What follows belongs to an exercise in optimizing a design on an open flow for small area and a short achievable clock period; a production flow would make more cautious choices. The RTL was checked by simulation tests, not by an equivalence proof against the original design. Power figures rest on the tool's default switching activity, not on a simulated workload.

<file path="run.sh">
#!/bin/bash
# synth_recipe.tcl (not shown) runs the flow's synth.tcl, then flattens the netlist and writes it again
# the make line also repeats each setting of config.mk as NAME=value (left out here)
make -C /OpenROAD-flow-scripts/flow DESIGN_CONFIG=/design/flow/config.mk WORK_HOME=/design/flow/orfs CLKGATE_MAP_FILE= SYNTH_SCRIPT=/design/flow/synth_recipe.tcl finish
</file>
<file path="config.mk">
export PLATFORM = sky130hd
export DESIGN_NAME = pipelined_divider
export DESIGN_NICKNAME = pipelined_divider
export VERILOG_FILES = /design/flow/design.v
export SDC_FILE = /design/flow/constraint.sdc
export NUM_CORES = 4
export LEC_CHECK = 0
export ABC_CLOCK_PERIOD_IN_PS = 3000
export CAP_MARGIN = 20
export CORE_MARGIN = 2
export CORE_UTILIZATION = 40
export SETUP_SLACK_MARGIN = 3.9
export SLEW_MARGIN = 20
</file>
<file path="constraint.sdc">
create_clock -name core_clock -period 7.0 [get_ports {clock}]
set_input_delay 1.4000 -clock core_clock [delete_from_list [all_inputs] [get_ports {clock}]]
set_output_delay 1.4000 -clock core_clock [all_outputs]
set_load 0.01 [all_outputs]
</file>
<file path="design.v">
`timescale 1ns/100ps
module pipelined_divider (input             clock,
                          input             reset,
                          input             input_valid,
                          input       [5:0] input_tag,
                          input      [23:0] divisor,
                          input      [31:0] dividend,
                          output reg        output_valid,
                          output reg  [5:0] output_tag,
                          output reg [31:0] quotient,
                          output reg [31:0] remainder);
    reg        v0;
    reg  [5:0] t0;
    reg [31:0] a0;
    reg [23:0] d0;
    reg        z0;
    reg        n0;
    wire       in_z = (divisor == 24'd0);
    always @(posedge clock) begin
        v0 <= reset ? 1'b0 : input_valid;
        t0 <= input_tag;
        a0 <= dividend ^ {32{dividend[31]}};   
        d0 <= {divisor[23:1], divisor[0] | in_z};
        z0 <= in_z;
        n0 <= dividend[31];
    end
    wire [31:0] x0 = a0;
    wire [1:0] x2 = {x0[31], x0[30]};
    wire [1:0] dl2 = d0[1:0];
    wire hz2 = (d0[23:2] == 22'd0);
    wire [3:0] dl2_3 = {2'd0, dl2} + {1'd0, dl2, 1'b0};
    wire [4:0] s2_1 = {3'd0, x2} - {3'd0, dl2};
    wire [4:0] s2_2 = {3'd0, x2} - {2'd0, dl2, 1'b0};
    wire [4:0] s2_3 = {3'd0, x2} - {1'd0, dl2_3};
    wire c2_1 = hz2 & ~s2_1[4], c2_2 = hz2 & ~s2_2[4], c2_3 = hz2 & ~s2_3[4];
    wire [1:0] r2_c = c2_2 ? (c2_3 ? s2_3[1:0] : s2_2[1:0]) : (c2_1 ? s2_1[1:0] : x2[1:0]);
    wire [3:0] x4 = {r2_c, x0[29], x0[28]};
    wire [3:0] dl4 = d0[3:0];
    wire hz4 = (d0[23:4] == 20'd0);
    wire [5:0] dl4_3 = {2'd0, dl4} + {1'd0, dl4, 1'b0};
    wire [6:0] s4_1 = {3'd0, x4} - {3'd0, dl4};
    wire [6:0] s4_2 = {3'd0, x4} - {2'd0, dl4, 1'b0};
    wire [6:0] s4_3 = {3'd0, x4} - {1'd0, dl4_3};
    wire c4_1 = hz4 & ~s4_1[6], c4_2 = hz4 & ~s4_2[6], c4_3 = hz4 & ~s4_3[6];
    wire [3:0] r4_c = c4_2 ? (c4_3 ? s4_3[3:0] : s4_2[3:0]) : (c4_1 ? s4_1[3:0] : x4[3:0]);
    reg        v1, n1, z1;
    reg  [5:0] t1;
    reg [23:0] d1;
    reg [25:0] d3_1;
    reg [27:0] a1;
    reg [31:28] q1;
    reg [3:0] r1;
    always @(posedge clock) begin
        v1 <= reset ? 1'b0 : v0;
        t1 <= t0;
        n1 <= n0;
        z1 <= z0;
        d1 <= d0;
        d3_1 <= {2'd0, d0} + {1'd0, d0, 1'b0};
        a1 <= x0[27:0];
        q1 <= {c2_2, (c2_2 ? c2_3 : c2_1), c4_2, (c4_2 ? c4_3 : c4_1)};
        r1 <= r4_c;
    end
    wire [5:0] x6 = {r1, a1[27], a1[26]};
    wire [5:0] dl6 = d1[5:0];
    wire hz6 = (d1[23:6] == 18'd0);
    wire [7:0] dl6_3 = {2'd0, dl6} + {1'd0, dl6, 1'b0};
    wire [8:0] s6_1 = {3'd0, x6} - {3'd0, dl6};
    wire [8:0] s6_2 = {3'd0, x6} - {2'd0, dl6, 1'b0};
    wire [8:0] s6_3 = {3'd0, x6} - {1'd0, dl6_3};
    wire c6_1 = hz6 & ~s6_1[8], c6_2 = hz6 & ~s6_2[8], c6_3 = hz6 & ~s6_3[8];
    wire [5:0] r6_c = c6_2 ? (c6_3 ? s6_3[5:0] : s6_2[5:0]) : (c6_1 ? s6_1[5:0] : x6[5:0]);
    reg        v2, n2, z2;
    reg  [5:0] t2;
    reg [23:0] d2;
    reg [25:0] d3_2;
    reg [25:0] a2;
    reg [31:26] q2;
    reg [5:0] r2;
    always @(posedge clock) begin
        v2 <= reset ? 1'b0 : v1;
        t2 <= t1;
        n2 <= n1;
        z2 <= z1;
        d2 <= d1;
        d3_2 <= d3_1;
        a2 <= a1[25:0];
        q2 <= {q1, c6_2, (c6_2 ? c6_3 : c6_1)};
        r2 <= r6_c;
    end
    wire [7:0] x8 = {r2, a2[25], a2[24]};
    wire [7:0] dl8 = d2[7:0];
    wire hz8 = (d2[23:8] == 16'd0);
    wire [9:0] dl8_3 = {2'd0, dl8} + {1'd0, dl8, 1'b0};
    wire [10:0] s8_1 = {3'd0, x8} - {3'd0, dl8};
    wire [10:0] s8_2 = {3'd0, x8} - {2'd0, dl8, 1'b0};
    wire [10:0] s8_3 = {3'd0, x8} - {1'd0, dl8_3};
    wire c8_1 = hz8 & ~s8_1[10], c8_2 = hz8 & ~s8_2[10], c8_3 = hz8 & ~s8_3[10];
    wire [7:0] r8_c = c8_2 ? (c8_3 ? s8_3[7:0] : s8_2[7:0]) : (c8_1 ? s8_1[7:0] : x8[7:0]);
    reg        v3, n3, z3;
    reg  [5:0] t3;
    reg [23:0] d3;
    reg [25:0] d3_3;
    reg [23:0] a3;
    reg [31:24] q3;
    reg [7:0] r3;
    always @(posedge clock) begin
        v3 <= reset ? 1'b0 : v2;
        t3 <= t2;
        n3 <= n2;
        z3 <= z2;
        d3 <= d2;
        d3_3 <= d3_2;
        a3 <= a2[23:0];
        q3 <= {q2, c8_2, (c8_2 ? c8_3 : c8_1)};
        r3 <= r8_c;
    end
    wire [9:0] x10 = {r3, a3[23], a3[22]};
    wire [9:0] dl10 = d3[9:0];
    wire hz10 = (d3[23:10] == 14'd0);
    wire [11:0] dl10_3 = {2'd0, dl10} + {1'd0, dl10, 1'b0};
    wire [12:0] s10_1 = {3'd0, x10} - {3'd0, dl10};
    wire [12:0] s10_2 = {3'd0, x10} - {2'd0, dl10, 1'b0};
    wire [12:0] s10_3 = {3'd0, x10} - {1'd0, dl10_3};
    wire c10_1 = hz10 & ~s10_1[12], c10_2 = hz10 & ~s10_2[12], c10_3 = hz10 & ~s10_3[12];
    wire [9:0] r10_c = c10_2 ? (c10_3 ? s10_3[9:0] : s10_2[9:0]) : (c10_1 ? s10_1[9:0] : x10[9:0]);
    reg        v4, n4, z4;
    reg  [5:0] t4;
    reg [23:0] d4;
    reg [25:0] d3_4;
    reg [21:0] a4;
    reg [31:22] q4;
    reg [9:0] r4;
    always @(posedge clock) begin
        v4 <= reset ? 1'b0 : v3;
        t4 <= t3;
        n4 <= n3;
        z4 <= z3;
        d4 <= d3;
        d3_4 <= d3_3;
        a4 <= a3[21:0];
        q4 <= {q3, c10_2, (c10_2 ? c10_3 : c10_1)};
        r4 <= r10_c;
    end
    wire [11:0] x12 = {r4, a4[21], a4[20]};
    wire [11:0] dl12 = d4[11:0];
    wire hz12 = (d4[23:12] == 12'd0);
    wire [13:0] dl12_3 = {2'd0, dl12} + {1'd0, dl12, 1'b0};
    wire [14:0] s12_1 = {3'd0, x12} - {3'd0, dl12};
    wire [14:0] s12_2 = {3'd0, x12} - {2'd0, dl12, 1'b0};
    wire [14:0] s12_3 = {3'd0, x12} - {1'd0, dl12_3};
    wire c12_1 = hz12 & ~s12_1[14], c12_2 = hz12 & ~s12_2[14], c12_3 = hz12 & ~s12_3[14];
    wire [11:0] r12_c = c12_2 ? (c12_3 ? s12_3[11:0] : s12_2[11:0]) : (c12_1 ? s12_1[11:0] : x12[11:0]);
    reg        v5, n5, z5;
    reg  [5:0] t5;
    reg [23:0] d5;
    reg [25:0] d3_5;
    reg [19:0] a5;
    reg [31:20] q5;
    reg [11:0] r5;
    always @(posedge clock) begin
        v5 <= reset ? 1'b0 : v4;
        t5 <= t4;
        n5 <= n4;
        z5 <= z4;
        d5 <= d4;
        d3_5 <= d3_4;
        a5 <= a4[19:0];
        q5 <= {q4, c12_2, (c12_2 ? c12_3 : c12_1)};
        r5 <= r12_c;
    end
    wire [13:0] x14 = {r5, a5[19], a5[18]};
    wire [13:0] dl14 = d5[13:0];
    wire hz14 = (d5[23:14] == 10'd0);
    wire [15:0] dl14_3 = {2'd0, dl14} + {1'd0, dl14, 1'b0};
    wire [16:0] s14_1 = {3'd0, x14} - {3'd0, dl14};
    wire [16:0] s14_2 = {3'd0, x14} - {2'd0, dl14, 1'b0};
    wire [16:0] s14_3 = {3'd0, x14} - {1'd0, dl14_3};
    wire c14_1 = hz14 & ~s14_1[16], c14_2 = hz14 & ~s14_2[16], c14_3 = hz14 & ~s14_3[16];
    wire [13:0] r14_c = c14_2 ? (c14_3 ? s14_3[13:0] : s14_2[13:0]) : (c14_1 ? s14_1[13:0] : x14[13:0]);
    reg        v6, n6, z6;
    reg  [5:0] t6;
    reg [23:0] d6;
    reg [25:0] d3_6;
    reg [17:0] a6;
    reg [31:18] q6;
    reg [13:0] r6;
    always @(posedge clock) begin
        v6 <= reset ? 1'b0 : v5;
        t6 <= t5;
        n6 <= n5;
        z6 <= z5;
        d6 <= d5;
        d3_6 <= d3_5;
        a6 <= a5[17:0];
        q6 <= {q5, c14_2, (c14_2 ? c14_3 : c14_1)};
        r6 <= r14_c;
    end
    wire [15:0] x16 = {r6, a6[17], a6[16]};
    wire [26:0] s16_1 = {11'd0, x16} - {3'd0, d6};
    wire [26:0] s16_2 = {11'd0, x16} - {2'd0, d6, 1'b0};
    wire [26:0] s16_3 = {11'd0, x16} - {1'd0, d3_6};
    wire c16_1 = ~s16_1[26], c16_2 = ~s16_2[26], c16_3 = ~s16_3[26];
    wire [15:0] r16_c = c16_2 ? (c16_3 ? s16_3[15:0] : s16_2[15:0]) : (c16_1 ? s16_1[15:0] : x16[15:0]);
    reg        v7, n7, z7;
    reg  [5:0] t7;
    reg [23:0] d7;
    reg [25:0] d3_7;
    reg [15:0] a7;
    reg [31:16] q7;
    reg [15:0] r7;
    always @(posedge clock) begin
        v7 <= reset ? 1'b0 : v6;
        t7 <= t6;
        n7 <= n6;
        z7 <= z6;
        d7 <= d6;
        d3_7 <= d3_6;
        a7 <= a6[15:0];
        q7 <= {q6, c16_2, (c16_2 ? c16_3 : c16_1)};
        r7 <= r16_c;
    end
    wire [17:0] x18 = {r7, a7[15], a7[14]};
    wire [26:0] s18_1 = {9'd0, x18} - {3'd0, d7};
    wire [26:0] s18_2 = {9'd0, x18} - {2'd0, d7, 1'b0};
    wire [26:0] s18_3 = {9'd0, x18} - {1'd0, d3_7};
    wire c18_1 = ~s18_1[26], c18_2 = ~s18_2[26], c18_3 = ~s18_3[26];
    wire [17:0] r18_c = c18_2 ? (c18_3 ? s18_3[17:0] : s18_2[17:0]) : (c18_1 ? s18_1[17:0] : x18[17:0]);
    reg        v8, n8, z8;
    reg  [5:0] t8;
    reg [23:0] d8;
    reg [25:0] d3_8;
    reg [13:0] a8;
    reg [31:14] q8;
    reg [17:0] r8;
    always @(posedge clock) begin
        v8 <= reset ? 1'b0 : v7;
        t8 <= t7;
        n8 <= n7;
        z8 <= z7;
        d8 <= d7;
        d3_8 <= d3_7;
        a8 <= a7[13:0];
        q8 <= {q7, c18_2, (c18_2 ? c18_3 : c18_1)};
        r8 <= r18_c;
    end
    wire [19:0] x20 = {r8, a8[13], a8[12]};
    wire [26:0] s20_1 = {7'd0, x20} - {3'd0, d8};
    wire [26:0] s20_2 = {7'd0, x20} - {2'd0, d8, 1'b0};
    wire [26:0] s20_3 = {7'd0, x20} - {1'd0, d3_8};
    wire c20_1 = ~s20_1[26], c20_2 = ~s20_2[26], c20_3 = ~s20_3[26];
    wire [19:0] r20_c = c20_2 ? (c20_3 ? s20_3[19:0] : s20_2[19:0]) : (c20_1 ? s20_1[19:0] : x20[19:0]);
    reg        v9, n9, z9;
    reg  [5:0] t9;
    reg [23:0] d9;
    reg [25:0] d3_9;
    reg [11:0] a9;
    reg [31:12] q9;
    reg [19:0] r9;
    always @(posedge clock) begin
        v9 <= reset ? 1'b0 : v8;
        t9 <= t8;
        n9 <= n8;
        z9 <= z8;
        d9 <= d8;
        d3_9 <= d3_8;
        a9 <= a8[11:0];
        q9 <= {q8, c20_2, (c20_2 ? c20_3 : c20_1)};
        r9 <= r20_c;
    end
    wire [21:0] x22 = {r9, a9[11], a9[10]};
    wire [26:0] s22_1 = {5'd0, x22} - {3'd0, d9};
    wire [26:0] s22_2 = {5'd0, x22} - {2'd0, d9, 1'b0};
    wire [26:0] s22_3 = {5'd0, x22} - {1'd0, d3_9};
    wire c22_1 = ~s22_1[26], c22_2 = ~s22_2[26], c22_3 = ~s22_3[26];
    wire [21:0] r22_c = c22_2 ? (c22_3 ? s22_3[21:0] : s22_2[21:0]) : (c22_1 ? s22_1[21:0] : x22[21:0]);
    reg        v10, n10, z10;
    reg  [5:0] t10;
    reg [23:0] d10;
    reg [25:0] d3_10;
    reg [9:0] a10;
    reg [31:10] q10;
    reg [21:0] r10;
    always @(posedge clock) begin
        v10 <= reset ? 1'b0 : v9;
        t10 <= t9;
        n10 <= n9;
        z10 <= z9;
        d10 <= d9;
        d3_10 <= d3_9;
        a10 <= a9[9:0];
        q10 <= {q9, c22_2, (c22_2 ? c22_3 : c22_1)};
        r10 <= r22_c;
    end
    wire [23:0] x24 = {r10, a10[9], a10[8]};
    wire [26:0] s24_1 = {3'd0, x24} - {3'd0, d10};
    wire [26:0] s24_2 = {3'd0, x24} - {2'd0, d10, 1'b0};
    wire [26:0] s24_3 = {3'd0, x24} - {1'd0, d3_10};
    wire c24_1 = ~s24_1[26], c24_2 = ~s24_2[26], c24_3 = ~s24_3[26];
    wire [23:0] r24_c = c24_2 ? (c24_3 ? s24_3[23:0] : s24_2[23:0]) : (c24_1 ? s24_1[23:0] : x24[23:0]);
    reg        v11, n11, z11;
    reg  [5:0] t11;
    reg [23:0] d11;
    reg [25:0] d3_11;
    reg [7:0] a11;
    reg [31:8] q11;
    reg [23:0] r11;
    always @(posedge clock) begin
        v11 <= reset ? 1'b0 : v10;
        t11 <= t10;
        n11 <= n10;
        z11 <= z10;
        d11 <= d10;
        d3_11 <= d3_10;
        a11 <= a10[7:0];
        q11 <= {q10, c24_2, (c24_2 ? c24_3 : c24_1)};
        r11 <= r24_c;
    end
    wire [25:0] x26 = {r11, a11[7], a11[6]};
    wire [26:0] s26_1 = {1'd0, x26} - {3'd0, d11};
    wire [26:0] s26_2 = {1'd0, x26} - {2'd0, d11, 1'b0};
    wire [26:0] s26_3 = {1'd0, x26} - {1'd0, d3_11};
    wire c26_1 = ~s26_1[26], c26_2 = ~s26_2[26], c26_3 = ~s26_3[26];
    wire [23:0] r26_c = c26_2 ? (c26_3 ? s26_3[23:0] : s26_2[23:0]) : (c26_1 ? s26_1[23:0] : x26[23:0]);
    reg        v12, n12, z12;
    reg  [5:0] t12;
    reg [23:0] d12;
    reg [25:0] d3_12;
    reg [5:0] a12;
    reg [31:6] q12;
    reg [23:0] r12;
    always @(posedge clock) begin
        v12 <= reset ? 1'b0 : v11;
        t12 <= t11;
        n12 <= n11;
        z12 <= z11;
        d12 <= d11;
        d3_12 <= d3_11;
        a12 <= a11[5:0];
        q12 <= {q11, c26_2, (c26_2 ? c26_3 : c26_1)};
        r12 <= r26_c;
    end
    wire [25:0] x28 = {r12, a12[5], a12[4]};
    wire [26:0] s28_1 = {1'd0, x28} - {3'd0, d12};
    wire [26:0] s28_2 = {1'd0, x28} - {2'd0, d12, 1'b0};
    wire [26:0] s28_3 = {1'd0, x28} - {1'd0, d3_12};
    wire c28_1 = ~s28_1[26], c28_2 = ~s28_2[26], c28_3 = ~s28_3[26];
    wire [23:0] r28_c = c28_2 ? (c28_3 ? s28_3[23:0] : s28_2[23:0]) : (c28_1 ? s28_1[23:0] : x28[23:0]);
    reg        v13, n13, z13;
    reg  [5:0] t13;
    reg [23:0] d13;
    reg [25:0] d3_13;
    reg [3:0] a13;
    reg [31:4] q13;
    reg [23:0] r13;
    always @(posedge clock) begin
        v13 <= reset ? 1'b0 : v12;
        t13 <= t12;
        n13 <= n12;
        z13 <= z12;
        d13 <= d12;
        d3_13 <= d3_12;
        a13 <= a12[3:0];
        q13 <= {q12, c28_2, (c28_2 ? c28_3 : c28_1)};
        r13 <= r28_c;
    end
    wire [25:0] x30 = {r13, a13[3], a13[2]};
    wire [26:0] s30_1 = {1'd0, x30} - {3'd0, d13};
    wire [26:0] s30_2 = {1'd0, x30} - {2'd0, d13, 1'b0};
    wire [26:0] s30_3 = {1'd0, x30} - {1'd0, d3_13};
    wire c30_1 = ~s30_1[26], c30_2 = ~s30_2[26], c30_3 = ~s30_3[26];
    wire [23:0] r30_c = c30_2 ? (c30_3 ? s30_3[23:0] : s30_2[23:0]) : (c30_1 ? s30_1[23:0] : x30[23:0]);
    reg        v14, n14, z14;
    reg  [5:0] t14;
    reg [23:0] d14;
    reg [25:0] d3_14;
    reg [1:0] a14;
    reg [31:2] q14;
    reg [23:0] r14;
    always @(posedge clock) begin
        v14 <= reset ? 1'b0 : v13;
        t14 <= t13;
        n14 <= n13;
        z14 <= z13;
        d14 <= d13;
        d3_14 <= d3_13;
        a14 <= a13[1:0];
        q14 <= {q13, c30_2, (c30_2 ? c30_3 : c30_1)};
        r14 <= r30_c;
    end
    wire [25:0] x32 = {r14, a14[1], a14[0]};
    wire [26:0] s32_1 = {1'd0, x32} - {3'd0, d14};
    wire [26:0] s32_2 = {1'd0, x32} - {2'd0, d14, 1'b0};
    wire [26:0] s32_3 = {1'd0, x32} - {1'd0, d3_14};
    wire c32_1 = ~s32_1[26], c32_2 = ~s32_2[26], c32_3 = ~s32_3[26];
    wire [23:0] r32_c = c32_2 ? (c32_3 ? s32_3[23:0] : s32_2[23:0]) : (c32_1 ? s32_1[23:0] : x32[23:0]);
    wire [31:0] qf = {q14, c32_2, (c32_2 ? c32_3 : c32_1)};
    wire [23:0] rf = r32_c;
    reg        v15, n15, z15;
    reg  [5:0] t15;
    reg [31:0] q15;
    reg [23:0] r15;
    reg [23:0] d15;
    always @(posedge clock) begin
        d15 <= d14;
        v15 <= reset ? 1'b0 : v14;
        t15 <= t14;
        n15 <= n14;
        z15 <= z14;
        q15 <= qf;
        r15 <= rf;
    end
    wire        ex = ({1'b0, r15} + 25'd1) == {1'b0, d15};
    wire [31:0] qn = -q15;
    wire [31:0] qs = n15 ? (ex ? ~q15 : qn) : q15;
    wire [31:0] rs = n15 ? (ex ? 32'd0 : ~{8'd0, r15}) : {8'd0, r15};
    wire [31:0] qa = q15 ^ {32{n15}};   
    always @(posedge clock) begin
        output_valid <= reset ? 1'b0 : v15;
        output_tag <= t15;
        quotient <= z15 ? {{31{~n15}}, 1'b1} : qs;
        remainder <= z15 ? qa : rs;
    end
endmodule
</file>
==> results of run 1 <==
[flip-flops by register name, indices dropped and copies added (netlist names), 28 cells and up]
| register | cells |
|---|---|
| a1 | 28 |
| q13 | 28 |
| q15 | 32 |
| quotient | 32 |
| q14 | 30 |
| remainder | 32 |
| a0 | 31 |
[worst paths after layout]
path,startpoint,to
max,a14[0],r15[23]
min,a8[1],a9[1]
max reg2reg,a14[0],r15[23]
min reg2reg,a8[1],a9[1]
[kinds of logic (layout without fill, tap and decap cells)]
logic type      Yosys count  count (layout)  synth area share (%)
flops                  1710            1710                 42.45
compound gates         2138            2150                 17.04
fa+ha+maj               876             876                 14.41
mux                     308             308                 3.879
other cells               0               5                     0
buf+inv                 880            1721                 4.130
simple gates           1918            1919                 11.66
xor+xnor                591             591                 6.436
[repair_timing]
action,CTS,global route
pin swaps,265,420
setup endpoints to repair,421,331
gates resized for setup,904,797
cloned,44,33
setup buffers,250,203
endpoints found under the hold margin,0,0
[worst max-delay path, delay by kind of cell, from the launching register on]
kind,cells,cell delay [ps]
compound gates,7,1630
buf+inv,5,690
fa+ha+maj,2,370
flops,1,320
simple gates,2,200
[per-stage QoR]
stage / area (um2) / total power, W / setup WS (ps)
2_1_floorplan: 80830 / 0.02384 / 3900
3_3_place_gp: 85210 / 0.02758 / 2636
3_5_place_dp: 85210 / 0.02781 / 2694
4_1_cts: 97660 / 0.04026 / 3670
5_1_grt: 103000 / 0.04542 / 3528
6_report: 103000 / 0.04301 / 3655
[per-layer routing]
metal  GRT usage, %  up-vias
met5              0        -
met4          8.182        0
met3          2.729      519
met2          37.14     1653
met1          26.02    30760
li1               -    31140
[report_power, final]
| group | internal, W | switching [W] | leakage (nW) |
|---|---|---|---|
| clock | 0.00559 | 0.00416 | 2.97 |
| combinational | 0.00950 | 0.0110 | 27.2 |
| sequential | 0.0112 | 0.00153 | 14.3 |
| total | 0.0263 | 0.0167 | 44.5 |
[synth_stat cells (45+ instances only)]
| cell | count |
|---|---|
| or3_1 | 55 |
| nor4_1 | 57 |
| dfxtp_1 | 1710 |
| and3_1 | 49 |
| xor2_1 | 220 |
| nor3_1 | 168 |
| a31oi_1 | 72 |
| a21boi_0 | 45 |
| nand3_1 | 123 |
| clkbuf_1 | 140 |
| mux2i_1 | 272 |
| a21oi_1 | 607 |
| o22ai_1 | 50 |
| o21a_1 | 156 |
| fa_1 | 88 |
| nand2_1 | 407 |
| inv_1 | 705 |
| ha_1 | 788 |
| xnor2_1 | 370 |
| nand2b_1 | 111 |
| o211ai_1 | 65 |
| o21ai_0 | 431 |
| a211oi_1 | 155 |
| nand4_1 | 52 |
| a21o_1 | 169 |
| nor2_1 | 565 |
| nor2b_1 | 173 |
[cell type report]
cell class,count,area [um2]
Antenna cell,5,12.51
Clock buffer,216,4737
Clock inverter,109,1439
Fill cell,17790,97080
Inverter,710,2754
Multi-Input combinational cell,5844,48680
Sequential cell,1710,34560
Tap cell,2656,3323
Timing Repair Buffer,684,7466
Timing Repair inverter,2,11.26
==> results.yml, run 1 <==
outcome:
  status: "finished clean"
die:
  die_height_um: 453.0
  num_io_pins: 136
  fp-row-count: 164
  die_x_um: 453.0
  die_area_um2: 205200
  start_util_pct: 40.31
  core_um2: 200100
detailed_routing:
  wirelength_um: 232900
  dr.max_layer_used: "met4"
  wl_per_cell_um: 19.52
  drc: 0
  wl_met2_um: 113400
  drt-pass1-iter-count: 5
  via_count: 64070
  drt_iter0_drc: 4276
  routed-wl-met3_um: 10200
  drt-vias-per-instance: 5.368
  final_antenna_net_count: 0
  wl_met1_um: 99630
layout:
  nets: 10070
  final_common_cell: "dfxtp_1"
  stdcell_count: 11940
  syn_to_final_growth_pct: 27.70
  drive_gt1_share_pct: 21.18
  final_cell_mix: "1550 x dfxtp_1, 719 x ha_1, 650 x inv_1"
  utilization_pct: 51.47
cts:
  cts_root_buf: "clkbuf_16"
  clock-sinks: 1710
  clk_pin_slew_ps: 70
  htreeDepth: 4
  hold_buffers: 0
  cts_tree: "yes"
  cts_buffer_depth: 3
  cts_buffers: 177
  clk_latency_ps: 830
setup_path:
  start_kind: "flop"
  cp_slowest_stage_delay_ps: 320
  critPathMaxFanout: 7
  crit_chain: "inv_2 > ha_4 > buf_6 > buf_6 > fa_2 > nor2b_4 > o31a_1 > o221ai_4 > nand3_4 > a41oi_4 > o21ai_2 > a2111oi_4 > buf_6 > buf_12 > o21ai_0 > a221o_1"
  critPathRequiredTime_ps: 7700
  endpoint_kind: "flop"
  arrival_ps: 4040
  r2r_cells: 16
  worstSetupPathType: "flop to flop"
  critical-path-slowest-cell: "dfxtp_2"
  r2r_slack_ps: 3650
  cpMostUsedCell: "buf_6"
placement:
  dp_cells: 11080
  portBuffers: 135
  dp_hpwl_um: 160800
  gp_congestion: 0.8938
pwr:
  ir_worst_vdd_mv: 0.2876
  p_leak_nw: 44.52
  powerDensity_nw_per_um2: 417.7
sta:
  timing.setup.tns_ps: 0
  fmaxAchievable_mhz: 298.9
  finalHoldViolations: 0
  period_minus_slack_ps: 3345
  clock_skew_ps: 44.54
  slew_headroom_pct: 32.29
  setup_viol: 0
  hold_slack_ps: 309.3
  rsz0062_at_grt: "yes"
  fin_crit_sh_pct: 47.79
  worst_pin_slew_ps: 1016
  finalMaxSlewViolations: 0
synthesis:
  synth_cell_types: 94
  yosysTopAreaCell: "dfxtp_1"
  ys_top_cells_by_area: "dfxtp_1 42%, ha_1 12%, xnor2_1 4.0%, a21oi_1 3.8%, mux2i_1 3.4%"
  async_reset_ff_share_pct: 0
  postSynthCellCount: 8421
  synth_flop_cell: "dfxtp_1"
  ys_seq_elements: 1710
  synth_fp_nets: 9362
  synth_warnings: 1
  syn_area_per_cell_um2: 9.577
  netlist_area_um2: 80650
  synth_top_area_share_pct: 42.45
  seq_area_frac_synth_pct: 42.45
  synth-edff-count: 0
hold_path:
  hold_depth: 0
  hp-class: "flop to flop"
grt:
  grt_pass1_wl_um: 345000
  grt_use_total_pct: 21.10
  gr-total-overflow: 0
  grt_pass1_vias: 62490
  antenna_found_initial: 9
  grt_max_degree: 105
flow_run:
  maxCapViolations: 0
==> run 2, diff against run 1 <==
--- a/config.mk
+++ b/config.mk
@@ -11,3 +11,3 @@
 export CORE_UTILIZATION = 40
-export SETUP_SLACK_MARGIN = 3.9
+export SETUP_SLACK_MARGIN = 3.3
 export SLEW_MARGIN = 20
==> run 2 against run 1 <==
Utilization down 4.8 points. Clock skew grew 9.9 ps. Critical path type unchanged. Power decreased by 11%. Final area is 9.3% lower. Register-to-register slack got worse by 230 ps. Sequential cell count is the same.
==> results.yml, run 2 <==
outcome:
  status: "finished clean"
grt:
  grt_use_met2_pct: 33.85
  grt_pass1_wl_um: 322200
  gr-total-overflow: 0
  grt_max_degree: 105
  top_usage_layer: "met2"
  antenna_found_initial: 7
  grt_use_total_pct: 19.55
  gr-usage-met1_pct: 24.71
  gr-usage-met3_pct: 2.547
  grt_pass1_vias: 59280
sta:
  worst_pin_slew_ps: 1019
  timing.setup.tns_ps: 0
  slew_headroom_pct: 30.32
  setup_viol: 0
  period_minus_slack_ps: 3571
  clock_skew_ps: 54.45
  fmaxAchievable_mhz: 280.0
  finalMaxSlewViolations: 0
  fin_crit_sh_pct: 51.02
  rsz0062_at_grt: "yes"
  finalHoldViolations: 0
setup_path:
  critical-path-slowest-cell: "fa_1"
  cp_num_buf_inv: 1
  critPathMaxFanout: 26
  worstSetupPathType: "flop to flop"
  rr_startpoint: "d3_11[0]"
  crit_chain: "ha_1 > fa_1 > nor2b_2 > o2111ai_1 > and3_1 > or2_2 > o311ai_4 > nand3_1 > a31oi_2 > nor2_2 > buf_6 > mux2i_1 > mux2_2"
  arrival_ps: 4280
  start_kind: "flop"
  critPathRequiredTime_ps: 7710
  r2r_cells: 13
  critPathTopFamily: "simple AND/OR/NAND/NOR gates"
  r2r-end: "r12[1]"
  endpoint_kind: "flop"
  r2r_slack_ps: 3430
  cp_slowest_stage_delay_ps: 460
detailed_routing:
  drt-pass1-iter-count: 5
  drc: 0
  final_antenna_net_count: 0
  wl_per_cell_um: 17.98
  wirelength_um: 206600
  drt_iter0_drc: 3344
  drt-vias-per-instance: 5.242
  via_count: 60230
synthesis:
  netlist_area_um2: 80650
  syn_area_per_cell_um2: 9.577
  synth_cell_types: 94
  seq_area_frac_synth_pct: 42.45
  synth_top_family_by_area: "compound AO/OA/AOI/OAI gates"
  ys_top_cells_by_area: "dfxtp_1 42%, ha_1 12%, xnor2_1 4.0%, a21oi_1 3.8%, mux2i_1 3.4%"
  synth_common_cells: "1710 x dfxtp_1, 788 x ha_1, 705 x inv_1"
  yosysTopAreaCell: "dfxtp_1"
  synth-simple-area-share_pct: 11.66
  synth_warnings: 1
  synth_fp_nets: 9362
  synth_top_area_share_pct: 42.45
  async_reset_ff_share_pct: 0
  synth_compound_area_share_pct: 17.04
  synth_flop_cell: "dfxtp_1"
  synth_mux_area_share_pct: 3.879
  synth-edff-count: 0
  synth_fa_ha_area_share_pct: 14.41
  synth_xor_xnor_area_share_pct: 6.435
  postSynthCellCount: 8421
  synth.most_common_cell: "dfxtp_1"
  ys_seq_elements: 1710
cts:
  cts_root_buf: "clkbuf_16"
  clock-sinks: 1710
  cts_tree: "yes"
  cts_buffers: 178
  clk_latency_ps: 840
  htreeDepth: 4
  clk_pin_slew_ps: 60
  cts_buffer_depth: 3
die:
  die_x_um: 453.0
  die_height_um: 453.0
  die_area_um2: 205200
  num_io_pins: 136
  fp-row-count: 164
  start_util_pct: 40.31
  core_um2: 200100
layout:
  final_cell_mix: "1699 x dfxtp_1, 784 x ha_1, 697 x inv_1"
  stdcell_count: 11490
  final_common_cell: "dfxtp_1"
  top_regs: "q15: 32 flops, quotient: 32 flops, remainder: 32 flops"
  syn_to_final_growth_pct: 15.79
  final_area_um2: 93380
  fill_cells: 18750
  utilization_pct: 46.68
  nets: 9619
  drive_gt1_share_pct: 7.905
hold_path:
  min_from: "q2[30]"
  hold_depth: 0
  holdPathEnd: "q3[30]"
  hp-class: "flop to flop"
pwr:
  ir_worst_vdd_mv: 0.2884
  p_leak_nw: 41.06
  powerDensity_nw_per_um2: 412.2
  power.total_w: 0.03849
placement:
  dp_hpwl_um: 160400
  portBuffers: 135
  dp_cells: 11080
  gp_congestion: 0.8968
  postPlaceCellArea_um2: 85110
flow_run:
  maxCapViolations: 0
## run 2: per-layer routing
metal | vias up | wire (um) | share of wire, %
met3 | 364 | 7729 | 3.7
met2 | 1268 | 99750 | 48
met4 | 0 | 7391 | 3.6
li1 | 30250 | - | -
met1 | 28350 | 91710 | 44
met5 | - | 0 | 0
## run 2: area by class of cell
class	count	area [um2]	area share (%)
multi-input cells	5837	44240	47.37
well taps	2656	3323	3.559
inverters	710	2704	2.895
clock inverters	91	1349	1.444
diodes	4	10.01	0.01072
clock buffers	241	5131	5.495
flip-flops and latches	1710	34250	36.68
repair buffers	241	2381	2.550
## run 2: power by group
group	total, W	switching (W)	internal, W
Clock	0.0100	0.00409	0.00593
Combinational	0.0159	0.00894	0.00695
Sequential	0.0126	0.00142	0.0112
## run 2: what timing repair did
action | CTS | global route
gates cloned | 4 | 4
hold buffers | 0 | 0
pin swaps | 17 | 46
resized for setup | 113 | 140
setup buffers | 27 | 42
endpoints found under the setup margin | 300 | 289
## run 2: worst register-to-register path: stages, from the launching register on
cell and delay [ps]:
dfxtp_1 330, ha_1 270, fa_1 460, nor2b_2 200
o2111ai_1 190, and3_1 250, or2_2 340, o311ai_4 320
nand3_1 140, a31oi_2 260, nor2_2 50, buf_6 200
mux2i_1 190, mux2_2 270
## run 2: through the flow
step / hold WS [ps] / setup slack (ps)
after floorplan: 309.6 / 3380
after global placement: 310.1 / 2667
after detailed placement: 312.1 / 2607
after CTS: 277.1 / 3300
after global routing: 285.9 / 3280
final: 285.9 / 3429
## run 2: worst max-delay path by stage
stage | start | cells after the start | end
2_1_floorplan | d5[1] | 14 | r6[13]
3_3_place_gp | d3_8[0] | 12 | r9[2]
3_5_place_dp | d3_8[0] | 12 | r9[17]
4_1_cts | a8[13] | 15 | r9[10]
5_1_grt | r14[12] | 12 | r15[0]
6_report | d3_11[0] | 13 | r12[1]
## run 2: cells by family (layout without fill, tap and decap cells)
kind of cell | count (synthesis) | in the layout
other | 0 | 4
and+or+nand+nor | 1918 | 1918
AOI/OAI and AO/OA | 2138 | 2144
DFF | 1710 | 1710
adders and majority gates | 876 | 876
muxes | 308 | 308
buffers and inverters | 880 | 1283
xor gates and xnor gates | 591 | 591
==> run 3, diff against run 2 <==
--- a/config.mk
+++ b/config.mk
@@ -11,3 +11,4 @@
 export CORE_UTILIZATION = 40
-export SETUP_SLACK_MARGIN = 3.3
+export CTS_BUF_LIST = sky130_fd_sc_hd__clkbuf_8
+export SETUP_SLACK_MARGIN = 3.6
 export SLEW_MARGIN = 20
==> run 3 against run 2 <==
Still clean. Synthesized cell count unchanged. Maximum frequency up 5.5%. Utilization up 1.5 points. Clock power decreased by 9%. Worst hold slack got worse by 11 ps. Combinational power rose by about 10%. Largest power group unchanged.
==> results.yml, run 3 <==
setup_path:
  arrival_ps: 4220
  critPathMaxFanout: 6
  critPathRequiredTime_ps: 7840
  endpoint_kind: "flop"
  start_kind: "flop"
  worstSetupPathType: "flop to flop"
grt:
  antenna_found_initial: 11
  grt_pass1_vias: 61260
  grt_use_total_pct: 20.22
  grt_pass1_wl_um: 332700
  grt_max_degree: 105
  gr-total-overflow: 0
sta:
  period_minus_slack_ps: 3386
  finalMaxSlewViolations: 0
  fin_crit_sh_pct: 48.37
  fmaxAchievable_mhz: 295.3
  timing.setup.tns_ps: 0
  hold_slack_ps: 275.2
  clock_skew_ps: 59.31
  worst_pin_slew_ps: 1004
  setup_viol: 0
  slew_headroom_pct: 33.08
  rsz0062_at_grt: "yes"
  finalHoldViolations: 0
cts:
  clk_pin_slew_ps: 60
  cts_buffers: 295
  hold_buffers: 0
  cts_root_buf: "clkbuf_8"
  clk_latency_ps: 990
  cts_buffer_depth: 4
  cts_tree: "yes"
  htreeDepth: 5
  clock-sinks: 1710
placement:
  portBuffers: 135
  dp_cells: 11080
  dp_hpwl_um: 160900
  postPlaceCellArea_um2: 85110
  gp_congestion: 0.8997
synthesis:
  yosysTopAreaCell: "dfxtp_1"
  synth_top_area_share_pct: 42.45
  syn_area_per_cell_um2: 9.577
  synth_cell_types: 94
  netlist_area_um2: 80650
  async_reset_ff_share_pct: 0
  synth_warnings: 1
  seq_area_frac_synth_pct: 42.45
  synth_common_cells: "1710 x dfxtp_1, 788 x ha_1, 705 x inv_1"
  synth_fp_nets: 9362
  synth_flop_cell: "dfxtp_1"
  synth.most_common_cell: "dfxtp_1"
  postSynthCellCount: 8421
  synth-edff-count: 0
  ys_top_cells_by_area: "dfxtp_1 42%, ha_1 12%, xnor2_1 4.0%, a21oi_1 3.8%, mux2i_1 3.4%"
  ys_seq_elements: 1710
layout:
  final_common_cell: "dfxtp_1"
  nets: 9909
  drive_gt1_share_pct: 14.07
  syn_to_final_growth_pct: 19.59
  final_cell_mix: "1628 x dfxtp_1, 756 x ha_1, 734 x inv_1"
  top_regs: "q15: 32 flops, quotient: 32 flops, remainder: 32 flops"
  final_area_um2: 96440
  utilization_pct: 48.21
  stdcell_count: 11820
  fill_cells: 18680
pwr:
  p_leak_nw: 42.51
  powerDensity_nw_per_um2: 407.2
  ir_worst_vdd_mv: 0.1932
outcome:
  status: "finished clean"
detailed_routing:
  final_antenna_net_count: 0
  wl_per_cell_um: 18.60
  via_count: 62470
  drt_iter0_drc: 3617
  wirelength_um: 220000
  drt-vias-per-instance: 5.283
  drt-pass1-iter-count: 6
  drc: 0
die:
  core_um2: 200100
  die_x_um: 453.0
  start_util_pct: 40.31
  die_area_um2: 205200
  num_io_pins: 136
  fp-row-count: 164
  die_height_um: 453.0
hold_path:
  hp-class: "flop to flop"
flow_run:
  maxCapViolations: 0
## run 3: final cells by class
cell class / count / area [um2] / area share [%]
Clock buffer: 358 / 4927 / 5.109
Inverter: 710 / 2724 / 2.824
Timing Repair Buffer: 412 / 4279 / 4.437
Tap cell: 2656 / 3323 / 3.446
Sequential cell: 1710 / 34380 / 35.65
Multi-Input combinational cell: 5839 / 45780 / 47.47
Clock inverter: 133 / 1011 / 1.048
Antenna cell: 6 / 15.01 / 0.01557
## run 3: timing repair
| action | in CTS | in global routing |
|---|---|---|
| buffers inserted | 106 | 109 |
| resized for setup | 328 | 451 |
| pin swaps | 89 | 175 |
| setup endpoints to repair | 342 | 307 |
| cloned | 10 | 24 |
## run 3: path summary, 6_finish.rpt
kind / endpoint / slack [ps] / from / depth (start not counted)
worst max-delay path: r9[19] / 3610 / a8[13] / 15
worst min register to register: q10[12] / 280 / q9[12] / 0
worst max register to register: r9[19] / 3610 / a8[13] / 15
worst min-delay path: q10[12] / 280 / q9[12] / 0
## run 3: cells by family after synthesis
logic type / share of synthesized area [%]
AND/OR/NAND/NOR: 11.66
XOR/XNOR: 6.436
adder cells (fa/ha/maj): 14.41
buffers and inverters: 4.130
AO/OA/AOI/OAI: 17.04
flip-flops: 42.45
multiplexers: 3.879
## run 3: critical path: stages (launching register included)
cell	delay [ps]
dfxtp_2	320
inv_2	70
ha_4	150
fa_2	220
nor2b_2	50
o31a_1	350
o41ai_4	390
a21oi_2	140
o211ai_1	300
nand3_1	140
a31o_2	300
a31oi_4	240
buf_12	190
buf_8	150
a21boi_2	180
a22oi_2	90
## run 3: per-layer routing
metal | vias up | GRT usage, % | wire length [um]
li1 | 30870 | - | -
met1 | 29570 | 25.14 | 95530
met2 | 1511 | 34.45 | 104900
met3 | 523 | 2.999 | 9702
met4 | 0 | 9.115 | 9824
met5 | - | 0 | 0
## run 3: through the flow
step	total power [W]	setup slack (ps)
6_report	0.03927	3614
5_1_grt	0.04187	3455
4_1_cts	0.03792	3505
3_5_place_dp	0.02777	2707
3_3_place_gp	0.02755	2759
2_1_floorplan	0.02380	3620
## run 3: power breakdown
part | switching (W) | leakage (nW) | internal, W
registers | 0.00149 | 14.3 | 0.0112
clock network | 0.00394 | 3.29 | 0.00517
logic | 0.00967 | 24.9 | 0.00783
==> run 4, diff against run 3 <==
--- a/config.mk
+++ b/config.mk
@@ -11,3 +11,2 @@
 export CORE_UTILIZATION = 40
-export CTS_BUF_LIST = sky130_fd_sc_hd__clkbuf_8
 export SETUP_SLACK_MARGIN = 3.6
==> run 4 against run 3 <==
Clock-buffer cell count decreased by 119. Cell count decreased by 1.6%. Sequential cell count unchanged. Clock power increased by 7.5%. Synthesized cell count unchanged. Critical path type unchanged. Via count decreased by 1.3%. Maximum frequency decreased by 0.99%. Clock skew decreased by 12 ps. Still clean on timing, DRC and antenna. Wire length decreased by 1.5%. Sequential power about the same. Highest routed layer unchanged.
==> results.yml, run 4 <==
outcome:
  status: "finished clean"
layout:
  drive_gt1_share_pct: 12.24
  final_common_cell: "dfxtp_1"
  utilization_pct: 48.12
  final_cell_mix: "1629 x dfxtp_1, 758 x ha_1, 673 x inv_1"
  syn_to_final_growth_pct: 19.37
  top_regs: "q15: 32 flops, quotient: 32 flops, remainder: 32 flops"
  nets: 9771
detailed_routing:
  final_antenna_net_count: 0
  wirelength_um: 216700
  drc: 0
  drt-vias-per-instance: 5.301
  dr.max_layer_used: "met4"
  via_count: 61640
  wl_per_cell_um: 18.63
  routed-wl-met3_um: 8599
  wl_met1_um: 95150
  drt-pass1-iter-count: 6
  wl_met2_um: 104200
  drt_iter0_drc: 3548
cts:
  clk_pin_slew_ps: 60
  cts_buffer_depth: 3
  hold_buffers: 0
  htreeDepth: 4
  clock-sinks: 1710
  cts_root_buf: "clkbuf_16"
  cts_tree: "yes"
  cts_buffers: 174
  clk_latency_ps: 820
setup_path:
  critPathTopFamily: "simple AND/OR/NAND/NOR gates"
  critical-path-slowest-cell: "or4_4"
  critPathRequiredTime_ps: 7730
  arrival_ps: 4150
  r2r_slack_ps: 3580
  critPathMaxFanout: 6
  cp_slowest_stage_delay_ps: 550
  start_kind: "flop"
  endpoint_kind: "flop"
  worstSetupPathType: "flop to flop"
  cp_num_buf_inv: 0
  crit_chain: "nor3_4 > nand4b_4 > or4_4 > nor3_4 > or3b_4 > or3_4 > or4_4 > nor2_4 > o221ai_2 > a211oi_2"
synthesis:
  async_reset_ff_share_pct: 0
  synth_fp_nets: 9362
  synth-edff-count: 0
  ys_seq_elements: 1710
  yosysTopAreaCell: "dfxtp_1"
  synth.most_common_cell: "dfxtp_1"
  synth_top_area_share_pct: 42.45
  netlist_area_um2: 80650
  seq_area_frac_synth_pct: 42.45
  synth_flop_cell: "dfxtp_1"
  synth_cell_types: 94
  synth_common_cells: "1710 x dfxtp_1, 788 x ha_1, 705 x inv_1"
  ys_top_cells_by_area: "dfxtp_1 42%, ha_1 12%, xnor2_1 4.0%, a21oi_1 3.8%, mux2i_1 3.4%"
  postSynthCellCount: 8421
  synth_warnings: 1
  syn_area_per_cell_um2: 9.577
flow_run:
  maxCapViolations: 0
grt:
  grt_use_total_pct: 19.97
  antenna_found_initial: 6
  grt_pass1_vias: 60490
  gr-total-overflow: 0
  grt_max_degree: 105
  grt_pass1_wl_um: 329300
hold_path:
  hp-class: "flop to flop"
sta:
  setup_viol: 0
  clock_skew_ps: 47.49
  period_minus_slack_ps: 3420
  slew_headroom_pct: 30.92
  hold_slack_ps: 310.6
  fmaxAchievable_mhz: 292.4
  worst_pin_slew_ps: 1028
  fin_crit_sh_pct: 48.85
  timing.setup.tns_ps: 0
  finalMaxSlewViolations: 0
  finalHoldViolations: 0
  rsz0062_at_grt: "yes"
pwr:
  p_leak_nw: 42.06
  powerDensity_nw_per_um2: 411.4
  ir_worst_vdd_mv: 0.2532
placement:
  portBuffers: 135
  gp_congestion: 0.8997
  dp_hpwl_um: 160900
die:
  die_x_um: 453.0
  die_area_um2: 205200
  core_um2: 200100
  start_util_pct: 40.31
  num_io_pins: 136
  fp-row-count: 164
  die_height_um: 453.0
[run 4: changes by cell type in the layout (fill, tap and decap cells not counted), sizes merged, moves of 5 or more]
cell and delta:
buf -17, bufinv +5, clkbuf -121, clkdlybuf4s50 +5
clkinv +5, clkinvlp -6, dlygate4sd2 -5, inv -60
[run 4: power breakdown]
| part | switching, W | internal [W] |
|---|---|---|
| Sequential | 0.00148 | 0.0112 |
| Clock | 0.00401 | 0.00578 |
| Combinational | 0.00948 | 0.00767 |
| Total | 0.0150 | 0.0246 |
[run 4: final timing paths]
check | startpoint | to | cells after the start
worst max register to register | q15[9] | quotient[31] | 10
worst max-delay path | q15[9] | quotient[31] | 10
worst min-delay path | a11[2] | a12[2] | 0
worst min register to register | a11[2] | a12[2] | 0
[run 4: cell families after synthesis]
logic type	synth area share, %
and+or+nand+nor	11.66
muxes	3.879
DFF	42.45
xor gates and xnor gates	6.436
buffers and inverters	4.130
adders and majority gates	14.41
AOI/OAI and AO/OA	17.04
[run 4: worst register-to-register path, stage by stage (launching register included)]
cell and delay (ps):
dfxtp_4 400, nor3_4 260, nand4b_4 130, or4_4 550, nor3_4 220, or3b_4 410
or3_4 420, or4_4 480, nor2_4 140, o221ai_2 100, a211oi_2 230
[run 4: repair_timing]
item | 4_1_cts | 5_1_grt
hold endpoints to repair | 0 | 0
buffers inserted | 100 | 103
gates cloned | 8 | 21
resized for setup | 319 | 386
setup endpoints to repair | 337 | 320
pin swaps | 85 | 147
[run 4: through the flow]
step                      total power [W]  std cells  area (um2)  setup slack, ps
after global routing              0.04215      11630       96260             3421
after CTS                         0.03852      11500       93630             3453
after floorplan                   0.02380       8421       80660             3620
after detailed placement          0.02777      11080       85110             2707
after global placement            0.02755      11080       85110             2759
final                             0.03961      11630       96270             3580
[run 4: area by class of cell]
cell class | count | area (um2)
fill | 18460 | 103800
sequential | 1710 | 34380
multi-input combinational | 5840 | 45630
clock buffer | 239 | 4980
inverter | 710 | 2721
tap | 2656 | 3323
timing repair buffer | 394 | 3978
clock inverter | 77 | 1240
antenna | 3 | 7.507
[run 4: routing by layer]
layer	global-route usage (%)	vias up
met5	0	-
met4	8.240	0
met3	2.735	428
met2	34.35	1367
met1	25.01	29300
li1	-	30550
==> run 5, diff against run 4 <==
--- a/config.mk
+++ b/config.mk
@@ -10,3 +10,4 @@
 export CORE_MARGIN = 2
-export CORE_UTILIZATION = 40
+export CORE_UTILIZATION = 60
+export PLACE_DENSITY = 0.7
 export SETUP_SLACK_MARGIN = 3.6
==> run 5 against run 4 <==
Largest cell class unchanged. Critical endpoint is now r14[0]. Clock power down 4.5%. Die area down 33%. Worst hold slack worse by 11 ps.
==> results.yml, run 5 <==
layout:
  stdcell_count: 10730
  fill_cells: 10140
  top_regs: "q15: 32 flops, quotient: 32 flops, remainder: 32 flops"
  syn_to_final_growth_pct: 17.61
  drive_gt1_share_pct: 12.09
  utilization_pct: 71.07
  final_cell_mix: "1639 x dfxtp_1, 763 x ha_1, 678 x inv_1"
  nets: 9763
  final_common_cell: "dfxtp_1"
cts:
  clk_pin_slew_ps: 70
  clock-sinks: 1710
  htreeDepth: 4
  hold_buffers: 0
  cts_buffers: 170
  cts_tree: "yes"
  clk_latency_ps: 820
  cts_buffer_depth: 3
  cts_root_buf: "clkbuf_16"
placement:
  dp_cells: 10190
  gp_congestion: 0.9515
  portBuffers: 135
  dp_hpwl_um: 157400
setup_path:
  start_kind: "flop"
  cp_num_cells: 14
  r2r_slack_ps: 3580
  r2r_cells: 14
  critPathTopFamily: "compound AO/OA/AOI/OAI gates"
  crit_chain: "inv_1 > ha_1 > fa_2 > nor2b_4 > o31a_1 > o221ai_2 > a21boi_2 > a311oi_2 > o31ai_2 > a31oi_4 > buf_12 > inv_2 > mux2_2 > mux2i_1"
  arrival_ps: 4120
  critical-path-slowest-cell: "o31ai_2"
  endpoint_kind: "flop"
  cp_slowest_stage_delay_ps: 400
  cp_num_buf_inv: 3
  critPathLaunch: "a13[2]"
  rr_startpoint: "a13[2]"
  critPathRequiredTime_ps: 7690
  critPathMaxFanout: 12
  worstSetupPathType: "flop to flop"
hold_path:
  hold_depth: 0
  min_from: "a4[14]"
  hp-class: "flop to flop"
grt:
  grt_pass1_vias: 59870
  grt_pass1_wl_um: 320600
  grt_max_degree: 105
  grt_use_total_pct: 29.37
  gr-total-overflow: 0
  antenna_found_initial: 8
synthesis:
  netlist_area_um2: 80650
  synth_fa_ha_area_share_pct: 14.41
  synth_fp_nets: 9362
  synth_common_cells: "1710 x dfxtp_1, 788 x ha_1, 705 x inv_1"
  synth_flop_cell: "dfxtp_1"
  synth.most_common_cell: "dfxtp_1"
  synth_mux_area_share_pct: 3.879
  postSynthCellCount: 8421
  synth_top_area_share_pct: 42.45
  synth-edff-count: 0
  yosysTopAreaCell: "dfxtp_1"
  synth-simple-area-share_pct: 11.66
  async_reset_ff_share_pct: 0
  seq_area_frac_synth_pct: 42.45
  synth_compound_area_share_pct: 17.04
  ys_seq_elements: 1710
  syn_area_per_cell_um2: 9.577
  synth_top_family_by_area: "compound AO/OA/AOI/OAI gates"
  ys_top_cells_by_area: "dfxtp_1 42%, ha_1 12%, xnor2_1 4.0%, a21oi_1 3.8%, mux2i_1 3.4%"
  synth_warnings: 1
  synth_xor_xnor_area_share_pct: 6.435
  synth_cell_types: 94
sta:
  finalHoldViolations: 0
  hold_slack_ps: 299.4
  setup_viol: 0
  rsz0062_at_grt: "yes"
  clock_skew_ps: 74.21
  timing.setup.tns_ps: 0
  fmaxAchievable_mhz: 292.1
  fin_crit_sh_pct: 48.91
  worst_pin_slew_ps: 1037
  finalMaxSlewViolations: 0
  period_minus_slack_ps: 3424
  slew_headroom_pct: 30.88
die:
  fp-row-count: 134
  start_util_pct: 60.43
  die_height_um: 370.6
  die_area_um2: 137400
  core_um2: 133500
  die_x_um: 370.6
  num_io_pins: 136
detailed_routing:
  final_antenna_net_count: 0
  drt-vias-per-instance: 5.796
  wl_per_cell_um: 20.07
  drc: 0
  drt_iter0_drc: 4478
  drt-pass1-iter-count: 6
  via_count: 62180
  wirelength_um: 215300
flow_run:
  maxCapViolations: 0
outcome:
  status: "finished clean"
pwr:
  p_leak_nw: 41.97
  powerDensity_nw_per_um2: 413.9
  ir_worst_vdd_mv: 0.2746
-- run 5: metal layers --
metal | wire length (um) | part of all wire (%) | global-route usage (%) | up-vias
met5 | 13 | 0.0060 | 0 | -
met4 | 8242 | 3.8 | 11.27 | 2
met1 | 91760 | 43 | 36.80 | 29500
met2 | 103800 | 48 | 51.16 | 1704
met3 | 11530 | 5.4 | 4.016 | 444
li1 | - | - | - | 30530
-- run 5: worst register-to-register path: cells and delay by family, from the launching register on --
family          cells  cell delay (ps)
compound gates      6             1420
buf+inv             3              400
fa+ha+maj           2              630
mux                 2              410
flops               1              320
simple gates        1              140
-- run 5: logic make-up (layout without fill, tap and decap cells) --
group	Yosys count	in the layout
flops	1710	1710
fa+ha+maj	876	876
other cells	0	2
compound gates	2138	2147
buf+inv	880	1409
simple gates	1918	1918
xor+xnor	591	591
mux	308	308
-- run 5: area by class of cell --
type                    instances  area, um2  area share, %
clock buffers                 224       4797          5.058
multi-input cells            5840      45570          48.05
clock inverters                85       1136          1.198
diodes                          2      5.005       0.005276
repair buffers                388       4053          4.273
well taps                    1768       2212          2.332
flip-flops and latches       1710      34360          36.23
inverters                     710       2701          2.848
repair inverters                2      10.01        0.01055
-- run 5: timing repair --
item,4_1_cts,5_1_grt
gates cloned,9,27
pin swaps,62,173
setup buffers,64,129
gates resized for setup,288,388
endpoints found under the setup margin,328,310
-- run 5: final timing paths --
kind         endpoint
max            r14[0]
min            a5[14]
min reg2reg    a5[14]
max reg2reg    r14[0]
-- run 5: stage by stage --
stage                     power [W]  cell area (um2)  worst slack (ps)
after global placement      0.02735            84010              2647
after floorplan             0.02380            80660              3620
after global routing        0.04161            94850              3466
after CTS                   0.03775            91880              3518
after detailed placement    0.02764            84010              2675
final                       0.03926            94850              3576
-- run 5: report_power, final --
group          internal, W  leakage (nW)  total, W  switching (W)
Sequential          0.0112          14.3    0.0126        0.00141
Clock              0.00536          2.88   0.00935        0.00399
Combinational      0.00771          24.8    0.0173        0.00961
==> run 6, diff against run 5 <==
--- a/config.mk
+++ b/config.mk
@@ -7,2 +7,3 @@
 export LEC_CHECK = 0
+export ABC_AREA = 1
 export ABC_CLOCK_PERIOD_IN_PS = 3000
@@ -10,5 +11,4 @@
 export CORE_MARGIN = 2
-export CORE_UTILIZATION = 60
-export PLACE_DENSITY = 0.7
-export SETUP_SLACK_MARGIN = 3.6
+export CORE_UTILIZATION = 40
+export SETUP_SLACK_MARGIN = 3.9
 export SLEW_MARGIN = 20
==> run 6 against run 5 <==
Final area is 6.1% higher. Die area is 61% higher. Synthesized cell count is 33% higher. Non-clock buffer count is 130 lower. Highest routed layer unchanged. Register-to-register slack better by 340 ps. Synthesized area is 8.1% higher. Worst setup slack better by 340 ps. Utilization is 25 points lower.
==> results.yml, run 6 <==
outcome:
  status: "finished clean"
detailed_routing:
  drt_iter0_drc: 6587
  drc: 0
  final_antenna_net_count: 0
  drt-vias-per-instance: 5.284
  wirelength_um: 313100
  via_count: 76740
  drt-pass1-iter-count: 8
  wl_per_cell_um: 21.56
grt:
  grt_max_degree: 73
  grt_pass1_wl_um: 458700
  grt_use_total_pct: 27.14
  antenna_found_initial: 25
  grt_pass1_vias: 73230
  gr-total-overflow: 0
synthesis:
  seq_area_frac_synth_pct: 39.27
  ys_seq_elements: 1710
  synth_top_area_share_pct: 39.27
  ys_top_cells_by_area: "dfxtp_1 39%, ha_1 11%, nand2_1 10%, inv_1 6.1%, a21oi_1 4.8%"
  async_reset_ff_share_pct: 0
  synth_common_cells: "2361 x nand2_1, 1710 x dfxtp_1, 1406 x inv_1"
  synth_fp_nets: 12120
  yosysTopAreaCell: "dfxtp_1"
  postSynthCellCount: 11180
  synth_cell_types: 58
  synth-edff-count: 0
  netlist_area_um2: 87170
  synth_flop_cell: "dfxtp_1"
  synth.most_common_cell: "nand2_1"
  syn_area_per_cell_um2: 7.800
  synth_warnings: 1
pwr:
  power.total_w: 0.04324
  p_leak_nw: 47.05
  p_sw_share_pct: 44.63
  p_switching_w: 0.01930
  combPwrFrac_pct: 45.8
  powerDensity_nw_per_um2: 429.5
  p_int_w: 0.02394
  share_seq_of_total_power_pct: 30.7
  ir_worst_vdd_mv: 0.3036
  clkPwrFrac_pct: 23.5
die:
  die_area_um2: 221700
  die_height_um: 470.8
  core_um2: 217000
  num_io_pins: 136
  fp-row-count: 171
  start_util_pct: 40.18
  die_x_um: 470.8
sta:
  worst_pin_slew_ps: 913.0
  timing.setup.tns_ps: 0
  slew_headroom_pct: 38.49
  finalHoldViolations: 0
  rsz0062_at_grt: "yes"
  fin_crit_sh_pct: 44.05
  setup_viol: 0
  hold_slack_ps: 273.2
  clock_skew_ps: 89.04
  period_minus_slack_ps: 3083
  finalMaxSlewViolations: 0
  fmaxAchievable_mhz: 324.3
setup_path:
  arrival_ps: 3860
  cp_slowest_stage_delay_ps: 520
  crit_chain: "ha_1 > a21oi_1 > o21ai_0 > a211oi_2 > nand3_1 > xor2_1 > nand2_1 > o21ai_0 > nand2_1 > nand2_1"
  start_kind: "flop"
  rr_startpoint: "r12[11]"
  cpMostUsedCell: "nand2_1"
  critical-path-slowest-cell: "a211oi_2"
  r2r_slack_ps: 3920
  worstSetupPathType: "flop to flop"
  critPathRequiredTime_ps: 7770
  r2r_cells: 10
  r2r-end: "r13[20]"
  critPathMaxFanout: 4
  endpoint_kind: "flop"
layout:
  syn_to_final_growth_pct: 15.47
  top_regs: "q15: 32 flops, quotient: 32 flops, remainder: 32 flops"
  final_common_cell: "nand2_1"
  nets: 12420
  final_cell_mix: "2330 x nand2_1, 1628 x dfxtp_1, 1365 x inv_1"
  drive_gt1_share_pct: 7.797
cts:
  cts_buffers: 182
  cts_tree: "yes"
  cts_buffer_depth: 3
  clk_pin_slew_ps: 60
  clk_latency_ps: 890
  cts_root_buf: "clkbuf_16"
  htreeDepth: 4
  hold_buffers: 0
  clock-sinks: 1710
placement:
  portBuffers: 135
  dp_hpwl_um: 255200
  gp_congestion: 1.023
hold_path:
  holdPathEnd: "a5[16]"
  hold_depth: 0
  min_from: "a4[16]"
  hp-class: "flop to flop"
flow_run:
  maxCapViolations: 0
run 6: changes by cell type after synthesis, moves of 173 or more:
cell | previous run | this run
inv_1 | 705 | 1406
nand3_1 | 123 | 545
a21oi_1 | 607 | 835
mux2i_1 | 272 | 15
nand2_1 | 407 | 2361
o21ai_0 | 431 | 826
nor2_1 | 565 | 800
nor2b_1 | 173 | 0
run 6: critical path, delay by kind of cell (launching register included):
kind / cells / cell delay, ps
DFF: 1 / 500
adders and majority gates: 1 / 360
and+or+nand+nor: 4 / 600
xor gates and xnor gates: 1 / 250
AOI/OAI and AO/OA: 4 / 1250
run 6: power groups by stage:
| stage | logic, W | clock network [W] | registers, W |
|---|---|---|---|
| final | 0.0198 | 0.0102 | 0.0133 |
| after global placement | 0.0186 | 0 | 0.0134 |
| after floorplan | 0.0131 | 0 | 0.0121 |
| after global routing | 0.0218 | 0.0108 | 0.0133 |
| after CTS | 0.0190 | 0.0104 | 0.0132 |
| after detailed placement | 0.0185 | 0 | 0.0134 |
run 6: how the worst max path moves through the flow:
stage	slack, ps	end	from
final	3920	r13[20]	r12[11]
after global routing	3840	r1[0]	d0[6]
after CTS	3900	r12[0]	d11[4]
after detailed placement	2870	r7[12]	a6[17]
after global placement	2960	r7[12]	a6[17]
after floorplan	3930	r1[0]	d0[16]
run 6: final cells by class:
cell class	instances	area (um2)
repair buffers	258	2432
multi-input cells	7893	48150
clock inverters	97	1409
clock buffers	242	5110
fillers	21680	116300
well taps	2854	3571
repair inverters	5	37.54
inverters	1428	5461
diodes	38	95.09
flip-flops and latches	1710	34390
run 6: kinds of logic after synthesis:
family | Yosys count | synth area share (%)
compound gates | 2238 | 14.41
xor+xnor | 569 | 5.717
fa+ha+maj | 876 | 13.33
buf+inv | 1585 | 6.923
flops | 1710 | 39.27
mux | 15 | 0.1722
simple gates | 4182 | 20.18
run 6: what timing repair did:
item,in CTS,in global routing
pin swaps,15,35
endpoints found under the setup margin,347,296
cloned,9,12
setup buffers,47,44
resized for setup,336,248
run 6: per-layer routing:
| layer | global-route usage (%) | part of all wire, % | vias to the layer above |
|---|---|---|---|
| li1 | - | - | 37660 |
| met1 | 36.96 | 45 | 36120 |
| met2 | 44.09 | 45 | 2516 |
| met3 | 3.468 | 5.7 | 445 |
| met4 | 9.474 | 3.5 | 6 |
| met5 | 0 | 0.013 | - |
run 6: through the flow:
step / utilization [%] / cells / cell area, um2 / setup WS [ps]
CTS: 45.75 / 14430 / 99260 / 3899
floorplan: - / 11180 / 87170 / 3932
finish: 46.39 / 14530 / 100700 / 3917
global route: 46.38 / 14520 / 100600 / 3845
global placement: 42.25 / 14040 / 91650 / 2957
detailed placement: 42.25 / 14040 / 91650 / 2866
==> run 7, diff against run 6 <==
==> flow/run.sh (new file) <==
#!/bin/bash
set -euo pipefail
here=$(cd "$(dirname "$0")" && pwd)
source "$here/vars.sh"
bash standard.sh > flow.log 2>&1
==> flow/vars.sh (new file) <==
# ORFS variables for this flow (see run.sh)
# No full-adder cell mapping in synthesis: ABC maps the adders itself.
export ADDER_MAP_FILE=
==> standard.sh (new file) <==
#!/bin/bash
# synth_recipe.tcl (not shown) runs the flow's synth.tcl, then flattens the netlist and writes it again
# the make line also repeats each setting of config.mk as NAME=value (left out here)
make -C /OpenROAD-flow-scripts/flow DESIGN_CONFIG=/design/flow/config.mk WORK_HOME=/design/flow/orfs CLKGATE_MAP_FILE= SYNTH_SCRIPT=/design/flow/synth_recipe.tcl "${@:-finish}"
removed: run.sh
==> run 7 against run 6 <==
Clock power about the same. Critical endpoint is now remainder[19]. Still clean on timing, DRC and antenna. Sequential power down 5%. Critical path depth fell by 9. Maximum frequency grew 1.8%.
==> results.yml, run 7 <==
sta:
  setup_viol: 0
  clock_skew_ps: 73.91
  finalMaxSlewViolations: 0
  worst_pin_slew_ps: 1085
  period_minus_slack_ps: 3030
  fmaxAchievable_mhz: 330.1
  fin_crit_sh_pct: 43.28
  postLayoutSetupSlackWorst_ps: 3970
  rsz0062_at_grt: "yes"
  finalHoldViolations: 0
  slew_headroom_pct: 27.64
  timing.setup.tns_ps: 0
layout:
  syn_to_final_growth_pct: 13.53
  final_cell_mix: "3696 x nand2_1, 2155 x nor2_1, 1864 x inv_1"
  final_area_um2: 100100
  nets: 13960
  top_regs: "q15: 32 flops, quotient: 32 flops, remainder: 32 flops"
  final_common_cell: "nand2_1"
  drive_gt1_share_pct: 4.747
placement:
  dp_hpwl_um: 245300
  dp_slack_ps: 3383
  gp_congestion: 1.024
  portBuffers: 135
  postPlaceCellArea_um2: 92570
synthesis:
  synth_top_area_share_pct: 38.83
  synth_warnings: 1
  synth-edff-count: 0
  synth_fp_nets: 13730
  synth_flop_cell: "dfxtp_1"
  postSynthCellCount: 13670
  ys_top_cells_by_area: "dfxtp_1 39%, nand2_1 16%, nor2_1 9.3%, inv_1 8.0%, nand3_1 5.3%"
  synth.most_common_cell: "nand2_1"
  seq_area_frac_synth_pct: 38.83
  syn_area_per_cell_um2: 6.452
  ys_seq_elements: 1710
  netlist_area_um2: 88160
  yosysTopAreaCell: "dfxtp_1"
  synth_cell_types: 69
  synth_common_cells: "3716 x nand2_1, 2176 x nor2_1, 1877 x inv_1"
  async_reset_ff_share_pct: 0
setup_path:
  critPathMaxFanout: 1
  crit_chain: "clkdlybuf4s15_2"
  arrival_ps: 1630
  cp_num_buf_inv: 1
  critical-path-slowest-cell: "dfxtp_1"
  worstSetupPathType: "flop to output pin"
  critPathTopFamily: "flip-flops"
  cp_slowest_stage_delay_ps: 450
  start_kind: "flop"
  endpoint_kind: "output pin"
  critPathRequiredTime_ps: 5600
cts:
  clk_pin_slew_ps: 60
  clk_latency_ps: 860
  htreeDepth: 4
  cts_tree: "yes"
  cts_buffer_depth: 3
  cts_buffers: 183
  clock-sinks: 1710
  cts_root_buf: "clkbuf_16"
die:
  die_area_um2: 224200
  fp-row-count: 172
  start_util_pct: 40.20
  die_height_um: 473.5
  num_io_pins: 136
  core_um2: 219300
  die_x_um: 473.5
grt:
  grt_pass1_vias: 78820
  grt_pass1_wl_um: 458700
  grt_use_total_pct: 26.26
  gr-total-overflow: 0
  grt_max_degree: 95
  antenna_found_initial: 9
detailed_routing:
  drt_iter0_drc: 8495
  drc: 0
  drt-pass1-iter-count: 6
  drt-vias-per-instance: 5.127
  final_antenna_net_count: 0
  wirelength_um: 304200
  via_count: 86790
  wl_per_cell_um: 17.97
flow_run:
  maxCapViolations: 0
pwr:
  p_leak_nw: 49.48
  powerDensity_nw_per_um2: 408.6
  ir_worst_vdd_mv: 0.2853
outcome:
  status: "finished clean"
hold_path:
  hp-class: "flop to flop"
## run 7: area by class of cell
type | instances | area (um2)
sequential | 1710 | 34280
fill | 23080 | 119200
clock buffer | 233 | 5037
clock inverter | 111 | 1699
timing repair inverter | 6 | 45.04
multi-input combinational | 9892 | 46400
timing repair buffer | 199 | 1838
tap | 2871 | 3592
antenna | 5 | 12.51
inverter | 1899 | 7196
## run 7: path summary, 6_finish.rpt
path	start	cells past startpoint	endpoint	slack (ps)
max	remainder[19]	1	remainder[19]	3970
min	d3_3[13]	0	d3_4[13]	280
max reg2reg	d11[11]	14	r12[19]	4010
min reg2reg	d3_3[13]	0	d3_4[13]	280
## run 7: timing repair
action                                  in CTS  in global routing
hold endpoints to repair                     0                  0
setup buffers                               12                 21
pin swaps                                    3                  5
endpoints found under the setup margin     247                267
cloned                                       6                  4
hold buffers                                 0                  0
gates resized for setup                    133                118
## run 7: cells by family after synthesis
group                    share of synthesized area [%]
AO/OA/AOI/OAI                                    12.58
XOR/XNOR                                         5.305
adder cells (fa/ha/maj)                        0.03406
buffers and inverters                            9.000
flip-flops                                       38.83
other                                         0.004253
AND/OR/NAND/NOR                                  34.25
## run 7: power breakdown
group,internal (W),total [W],switching (W)
logic,0.00538,0.0177,0.0123
registers,0.0111,0.0127,0.00163
clock network,0.00614,0.0105,0.00434
## run 7: metrics by stage
step	instances	total power [W]	hold slack, ps	utilization (%)
after floorplan	13670	0.02429	309.6	-
final	16930	0.04090	284.4	45.64
after CTS	16900	0.04047	269.8	45.38
after detailed placement	16530	0.02974	312.1	42.21
after global placement	16530	0.02980	309.6	42.21
after global routing	16920	0.04357	264.9	45.64
## run 7: layer usage
metal	up-vias	global-route usage, %	wire length, um	share of wire [%]
met5	-	0	0	0
met4	0	9.766	12070	4.0
met3	548	3.824	22010	7.2
met2	3138	40.95	130800	43
met1	39240	36.57	139400	46
li1	43860	-	-	-

re-timing with driven ports:
How much do the figures lean on ideal ports? The routed layouts below were timed once more, with nothing changed but the port constraints.
Step 1: set_driving_cell puts a clkbuf_16 on clock and a buf_2 on each other input, an assumption about the parent block.
Step 2 times the ports against the registers' clock, not the clock port: input delays grow and output delays shrink by t, the midpoint of the rising clock arrivals with the driver on.
Slacks: no drivers / after step 1 / after step 2; pairs: no drivers / after step 1.
run	shift t [ns]	setup WS [ns]
run 1	0.893	3.655 / 3.655 / 3.655
run 2	0.901	3.429 / 3.429 / 3.429
run 3	1.047	3.614 / 3.614 / 3.614
run 4	0.886	3.580 / 3.580 / 3.580
run 5	0.861	3.576 / 3.576 / 3.576
run 6	0.942	3.917 / 3.876 / 3.917
run 7	0.916	3.970 / 3.879 / 3.941
After both steps setup and hold are still met in every run listed.
